Context: an optimization exercise on an open-source flow, tuned for small area and a short achievable clock period. The choices shown serve that exercise and are no tape-out recipe.

==> inputs of job 7651 <==
==> flow/design.v (excerpt) <==
module ROTATING_VECTORING(clk, xi, yi, xf, yf);
  input clk;
  input [15:0] xi, yi;
  output [15:0] xf, yf;
  reg [7:0] E;
  wire ad1_m = ~(1'b1);
  wire ad1_p0 = xi[0] ^ (yi[0] ^ ad1_m);
  wire ad1_p1 = xi[1] ^ (yi[1] ^ ad1_m);
  wire ad1_p2 = xi[2] ^ (yi[2] ^ ad1_m);
  wire ad1_p3 = xi[3] ^ (yi[3] ^ ad1_m);
  wire ad1_p4 = xi[4] ^ (yi[4] ^ ad1_m);
  wire ad1_p5 = xi[5] ^ (yi[5] ^ ad1_m);
  wire ad1_p6 = xi[6] ^ (yi[6] ^ ad1_m);
  wire ad1_p7 = xi[7] ^ (yi[7] ^ ad1_m);
  wire ad1_p8 = xi[8] ^ (yi[8] ^ ad1_m);
  wire ad1_p9 = xi[9] ^ (yi[9] ^ ad1_m);
  wire ad1_p10 = xi[10] ^ (yi[10] ^ ad1_m);
  wire ad1_p11 = xi[11] ^ (yi[11] ^ ad1_m);
  wire ad1_p12 = xi[12] ^ (yi[12] ^ ad1_m);
  wire ad1_p13 = xi[13] ^ (yi[13] ^ ad1_m);
  wire ad1_p14 = xi[14] ^ (yi[14] ^ ad1_m);
  wire ad1_p15 = xi[15] ^ (yi[15] ^ ad1_m);
  wire ad1_g0_0 = (xi[0] & (yi[0] ^ ad1_m)) | (ad1_p0 & (1'b0 ^ ad1_m));
  wire ad1_g1_0 = xi[1] & (yi[1] ^ ad1_m);
  wire ad1_g2_0 = xi[2] & (yi[2] ^ ad1_m);
  wire ad1_g3_0 = xi[3] & (yi[3] ^ ad1_m);
  wire ad1_g4_0 = xi[4] & (yi[4] ^ ad1_m);
  wire ad1_g5_0 = xi[5] & (yi[5] ^ ad1_m);
  wire ad1_g6_0 = xi[6] & (yi[6] ^ ad1_m);
  wire ad1_g7_0 = xi[7] & (yi[7] ^ ad1_m);
  wire ad1_g8_0 = xi[8] & (yi[8] ^ ad1_m);
  wire ad1_g9_0 = xi[9] & (yi[9] ^ ad1_m);
  wire ad1_g10_0 = xi[10] & (yi[10] ^ ad1_m);
  wire ad1_g11_0 = xi[11] & (yi[11] ^ ad1_m);
  wire ad1_g12_0 = xi[12] & (yi[12] ^ ad1_m);
  wire ad1_g13_0 = xi[13] & (yi[13] ^ ad1_m);
  wire ad1_g14_0 = xi[14] & (yi[14] ^ ad1_m);
  wire ad1_g15_0 = xi[15] & (yi[15] ^ ad1_m);
  wire ad1_g1_1 = ad1_g1_0 | (ad1_p1 & ad1_g0_0);
  wire ad1_pp1_1 = ad1_p1 & ad1_p0;
  ...
==> flow/config.mk <==
export PLATFORM = sky130hd
export DESIGN_NAME = ROTATING_VECTORING
export DESIGN_NICKNAME = ROTATING_VECTORING
export VERILOG_FILES = /design/flow/design.v
export SDC_FILE = /design/flow/constraint.sdc
export NUM_CORES = 4
export LEC_CHECK = 0
export CAP_MARGIN = 20
export CORE_MARGIN = 2
export CORE_UTILIZATION = 40
export SETUP_SLACK_MARGIN = 5
export SLEW_MARGIN = 20
==> flow/constraint.sdc <==
create_clock -name core_clock -period 8.0 [get_ports {clk}]
set_input_delay 1.6000 -clock core_clock [delete_from_list [all_inputs] [get_ports {clk}]]
set_output_delay 1.6000 -clock core_clock [all_outputs]
set_load 0.01 [all_outputs]
run.sh (not shown) runs the stock make flow with config.mk's settings and CLKGATE_MAP_FILE= SYNTH_SCRIPT=/design/flow/synth_recipe.tcl, a recipe that flattens the netlist after the stock synthesis.
==> job 4342: changes against job 7651 <==
- SETUP_SLACK_MARGIN: 5 -> unset
==> notes.md <==
|  | job 7651 | job 4342 |
|---|---|---|
| Multi-In Gates | 1879 | 1878 |
| Global Route met2 Usage | 31.2% | 29.6% |
| Worst R2R End | xo[15] | vx2[13] |
| WP depth | 14 | 15 |
| Final worst-path cycle share | 48.1% | 57.8% |
| Crit path buffers/inverters | 1 | 2 |
| Total number of vias | 19703 | 18517 |
| Clock network contribution to total cell area | 5.05% | 5.64% |
| Delay of the slowest cell on the worst path | 0.54 ns | 0.86 ns |
| Post-route design area | 37500 um2 | 33600 um2 |
| Startpoint of the worst register-to-register path | ry7[3] | ve0 |
| Post-detailed-placement half-perimeter wirelength | 49.7 mm | 48.9 mm |
| Register Area | 9730 um2 | 9630 um2 |
| Fraction of final layout cells sized beyond drive strength 1 | 24.9% | 5.42% |
| Depth of the most critical reg-to-reg path | 14 | 15 |
| Violation count after the first detailed-routing iteration | 746 | 573 |
| Worst path setup slack after routing | 4.15 ns | 3.37 ns |
| Result of the run | finished clean | finished clean |
| Routed length on met1 | 26.0 mm | 24.7 mm |
Function was not checked in any run of this note: the RTL went through the layout flow alone.

[port drivers added, routing unchanged]
The results above use ideal ports. As a check the final layouts listed here were re-extracted and re-timed, cells and wires unchanged. Step 1 (the two cells are an assumption about what drives the block):
set clk [get_ports {clk}]
set_driving_cell -lib_cell sky130_fd_sc_hd__clkbuf_16 $clk
set_driving_cell -lib_cell sky130_fd_sc_hd__buf_2 [delete_from_list [all_inputs] $clk]
Step 2 adds t to the input delays and takes it off the output delays; t is the mean of the earliest and latest rising clock arrival at the registers after step 1. Input paths then give back, and output paths get back, about the clock's delay inside the block. Three values: ideal, step 1, step 2; two values: the first two.
| run | t, ns | setup slack, ns | worst hold slack (ns) | latest minus earliest clock arrival (ns) | worst register clock-pin slew, ns |
|---|---|---|---|---|---|
| job 7651 | 0.653 | 4.148 / 4.148 / 4.071 | 0.324 / 0.324 / 0.324 | 0.038 / 0.038 | 0.06 / 0.06 |
| job 4342 | 0.655 | 3.374 / 3.374 / 3.262 | 0.321 / 0.321 / 0.321 | 0.033 / 0.033 | 0.06 / 0.06 |
After both steps setup and hold are still met in every run listed. The setup slack of job 4342, which loses most, moves by 0.000 ns with the drivers and by -0.112 ns with both steps.
